What follows belongs to an exercise in optimizing a design on an open flow for small area; a production flow would make more cautious choices. Function was checked by simulation only, so behaviour that the tests miss may differ from the original. No driver is modelled on the clock port, so clocking that relies on it looks cheaper here than on a real chip. Power and IR drop assume default switching activity.

==> flow/design.v (excerpt) <==
module top(	input [1:0]op,
		input [1:0]register,
		input [7:0]data,
		input clk,
		input go,
		input prog,
		input load,
		output reg [7:0]q);
Settings: LEC_CHECK=0, CAP_MARGIN=0, CORE_MARGIN=2, CORE_UTILIZATION=40, GPL_TIMING_DRIVEN=0, SLEW_MARGIN=0; clock period 5.0 ns.
standard.sh (not shown) runs the stock make flow with config.mk's settings and CLKGATE_MAP_FILE= SYNTH_SCRIPT=/design/flow/synth_recipe.tcl, a recipe that flattens the netlist after the stock synthesis.
==> flow/flow/run.sh <==
#!/bin/bash
# Standard synthesis and layout (standard.sh), with these layout choices changed:
#  - synthesis buffers are removed before global placement (pre_gpl.tcl);
#  - port buffers are buf_1 cells (the resizer may still upsize them);
#  - clock tree synthesis uses clkbuf_8 cells and inserts no dummy loads;
#  - after clock tree synthesis, cells are sized down where slack allows
#    (post_cts.tcl), and again after global routing (post_grt.tcl).
set -euo pipefail
F="$(pwd)/flow"
bash standard.sh synth > synth.log 2>&1
bash standard.sh finish \
  "PRE_GLOBAL_PLACE_TCL=$F/pre_gpl.tcl" \
  "POST_CTS_TCL=$F/post_cts.tcl" \
  "POST_GLOBAL_ROUTE_TCL=$F/post_grt.tcl" \
  "BUFFER_PORTS_ARGS=-buffer_cell sky130_fd_sc_hd__buf_1" \
  "CTS_ARGS=-sink_clustering_enable -repair_clock_nets -dont_use_dummy_load -buf_list sky130_fd_sc_hd__clkbuf_8" \
  > layout.log 2>&1
==> flow/flow/area_recover.tcl <==
# Greedy area recovery: swap each combinational cell for a smaller drive
# strength of the same cell (same function, same pins) while the setup slack
# stays at least the margin (ns) and no slew or capacitance limit is broken.
proc area_recover { margin {mode -placement} } {
  set block [ord::get_db_block]
  set db [ord::get_db]
  set dont_use {*lpflow* *probe* *clkbuf* *clkinv* *clkdly* *dlygate* *df* *dl* *sdf* *edf* *tap* *fill* *decap* *conb*}
  # masters by base name (the name without its drive strength suffix)
  foreach lib [$db getLibs] {
    foreach m [$lib getMasters] {
      set n [$m getName]
      if { ![regexp {^(.*)_([0-9]+)$} $n -> base drive] } { continue }
      set skip 0
      foreach p $dont_use { if { [string match $p $n] } { set skip 1 } }
      if { $skip } { continue }
      lappend group($base) $m
    }
  }
  # a swap may not bring the worst setup slack below the margin, or below
  # what it already is when it is lower
  estimate_parasitics $mode
  set limit [expr min($margin * 1e-9, [sta::worst_slack_cmd max])]
  set saved 0.0
  set changed 1
  while { $changed } {
    set changed 0
    foreach inst [$block getInsts] {
      set m [$inst getMaster]
      set n [$m getName]
      if { ![regexp {^(.*)_([0-9]+)$} $n -> base drive] } { continue }
      if { ![info exists group($base)] } { continue }
      if { [lsearch -exact $group($base) $m] < 0 } { continue }
      set a0 [expr [$m getWidth] * [$m getHeight]]
      set cands {}
      foreach em $group($base) {
        set a [expr [$em getWidth] * [$em getHeight]]
        if { $a < $a0 } { lappend cands [list $a [$em getName]] }
      }
      set iname [$inst getName]
      foreach c [lsort -real -index 0 $cands] {
        replace_cell [get_cells $iname] [get_lib_cells */[lindex $c 1]]
        estimate_parasitics $mode
        if { [sta::worst_slack_cmd max] >= $limit
             && [sta::max_slew_violation_count] == 0
             && [sta::max_capacitance_violation_count] == 0 } {
          set saved [expr $saved + $a0 - [lindex $c 0]]
          set changed 1
          break
        }
        replace_cell [get_cells $iname] [get_lib_cells */$n]
      }
    }
  }
  estimate_parasitics $mode
  puts "area_recover: [expr $saved / 1e6] um2 less"
}
==> flow/flow/post_cts.tcl <==
# After clock tree synthesis and its timing repair: size cells down where the
# setup slack allows, keeping 50 ps of margin, then legalize again.
repair_timing -recover_power 100 -setup_margin 0.05 -verbose
detailed_placement
check_placement -verbose
==> flow/flow/post_grt.tcl <==
# After global routing: swap cells for smaller drive strengths while the
# setup slack stays at least 0 ps (the final slack comes out higher), then legalize and reroute what moved.
source [file join [file dirname [info script]] area_recover.tcl]
global_route -start_incremental
area_recover 0.0 -global_routing
detailed_placement
check_placement -verbose
global_route -end_incremental
estimate_parasitics -global_routing
report_worst_slack -max
write_guides $::env(RESULTS_DIR)/route.guide
Other scripts of this flow, unchanged in this note and not shown: flow/flow/pre_gpl.tcl
Then changed:
--- a/flow/flow/post_grt.tcl
+++ b/flow/flow/post_grt.tcl
@@ -2 +2 @@
-# setup slack stays at least 0 ps (the final slack comes out higher), then legalize and reroute what moved.
+# setup slack stays at least 60 ps, then legalize and reroute what moved.
@@ -5 +5 @@
-area_recover 0.0 -global_routing
+area_recover 0.06 -global_routing
--- a/flow/config.mk
+++ b/flow/config.mk
@@ -10 +10 @@
-export CORE_UTILIZATION = 40
+export CORE_UTILIZATION = 55
Effect: The new run passed the timing, DRC and antenna checks; combinational power increases by about 4%; synthesized area is unchanged; cell area goes up by 0.93%; sequential share of layout area is lower by 0.45 points; wire length rose by 2.9%; total power falls by 0.66%; global-route usage goes up by 7.5 points.
Then changed:
--- a/flow/flow/run.sh
+++ b/flow/flow/run.sh
@@ -5 +5,4 @@
-#  - clock tree synthesis uses clkbuf_8 cells and inserts no dummy loads;
+#  - clock tree synthesis uses clkbuf_8 cells and inserts no dummy loads
+#    (post_cts.tcl then swaps some for clkbuf_4 where the clock slew allows);
+#  - no timing repair right after clock tree synthesis (it runs after global
+#    routing, with better parasitics);
@@ -13,0 +17 @@
+  "SKIP_CTS_REPAIR_TIMING=1" \
--- a/flow/flow/area_recover.tcl
+++ b/flow/flow/area_recover.tcl
@@ -3 +3,2 @@
-# stays at least the margin (ns) and no slew or capacitance limit is broken.
+# stays at least the margin (ns) and slews and loads stay 20% below their
+# limits.
@@ -22,0 +24,3 @@
+  # and slews and loads keep 20% below their limits (or what they had)
+  set slew_min [expr min(0.2, [sta::max_slew_check_slack_limit])]
+  set cap_min [expr min(0.2, [sta::max_capacitance_check_slack_limit])]
@@ -44,2 +48,2 @@
-             && [sta::max_slew_violation_count] == 0
-             && [sta::max_capacitance_violation_count] == 0 } {
+             && [sta::max_slew_check_slack_limit] >= $slew_min
+             && [sta::max_capacitance_check_slack_limit] >= $cap_min } {
@@ -56,0 +61,27 @@
+
+# Clock tree buffers: swap each for clkbuf_4 while every flip-flop clock pin
+# keeps a slew of at most max_slew (ns) and the setup slack stays as above.
+proc clock_recover { max_slew margin {mode -placement} } {
+  set_propagated_clock [all_clocks]
+  estimate_parasitics $mode
+  set limit [expr min($margin * 1e-9, [sta::worst_slack_cmd max])]
+  set saved 0
+  foreach inst [get_cells clkbuf_*] {
+    set cell [get_property $inst ref_name]
+    if { $cell != "sky130_fd_sc_hd__clkbuf_8" } { continue }
+    replace_cell $inst [get_lib_cells */sky130_fd_sc_hd__clkbuf_4]
+    estimate_parasitics $mode
+    set worst 0
+    foreach pin [get_pins -hierarchical */CLK] {
+      set s [get_property $pin slew_max]
+      if { $s > $worst } { set worst $s }
+    }
+    if { $worst <= $max_slew && [sta::worst_slack_cmd max] >= $limit } {
+      incr saved
+    } else {
+      replace_cell $inst [get_lib_cells */$cell]
+    }
+  }
+  estimate_parasitics $mode
+  puts "clock_recover: $saved clock buffers now clkbuf_4"
+}
--- a/flow/flow/post_cts.tcl
+++ b/flow/flow/post_cts.tcl
@@ -2 +2,4 @@
-# setup slack allows, keeping 50 ps of margin, then legalize again.
+# setup slack allows, keeping 50 ps of margin; swap clock tree buffers for
+# clkbuf_4 where every flip-flop clock pin keeps a slew of at most 115 ps;
+# then legalize again.
+source [file join [file dirname [info script]] area_recover.tcl]
@@ -3,0 +7 @@
+clock_recover 0.115 0.05
--- a/flow/config.mk
+++ b/flow/config.mk
@@ -10 +10 @@
-export CORE_UTILIZATION = 55
+export CORE_UTILIZATION = 40
- The new run completed with no timing, DRC or antenna violations
- fmax is higher by 1.3%
- worst hold slack loses 0.022 ns
- sequential cell count stays the same
- synthesized cell count stays the same
- sequential power barely changes
- via count came out lower by 2.8%
- design area went down by 0.50%

what the ideal ports hide:
The flow's constraints put no driver on any port. The routed layouts listed below were extracted and timed again, unchanged, in two steps. Step 1, drivers: a clkbuf_16 drives clk and a buf_2 each remaining input, both assumed. Step 2, shift: input delay + t, output delay - t, t = (earliest + latest rising clock arrival at the registers) / 2. This alone moves slack from input paths to output paths. Three values: no drivers, after step 1, after step 2; two values: the first two.
run | t (ns) | setup WS [ns] | hold WS [ns] | worst setup path at the end
the first run | 0.326 | 0.189 / 0.184 / -0.142 | 0.428 / 0.428 / 0.428 | input to register
the second run | 0.314 | 0.158 / 0.153 / -0.160 | 0.450 / 0.450 / 0.450 | input to register
the third run | 0.376 | 0.221 / 0.218 / -0.158 | 0.428 / 0.428 / 0.428 | input to register
With both steps, setup timing fails in every run listed, where it was met with ideal ports. For the third run, which loses most, drivers alone change the setup slack by -0.003 ns; drivers and shift together by -0.379 ns.
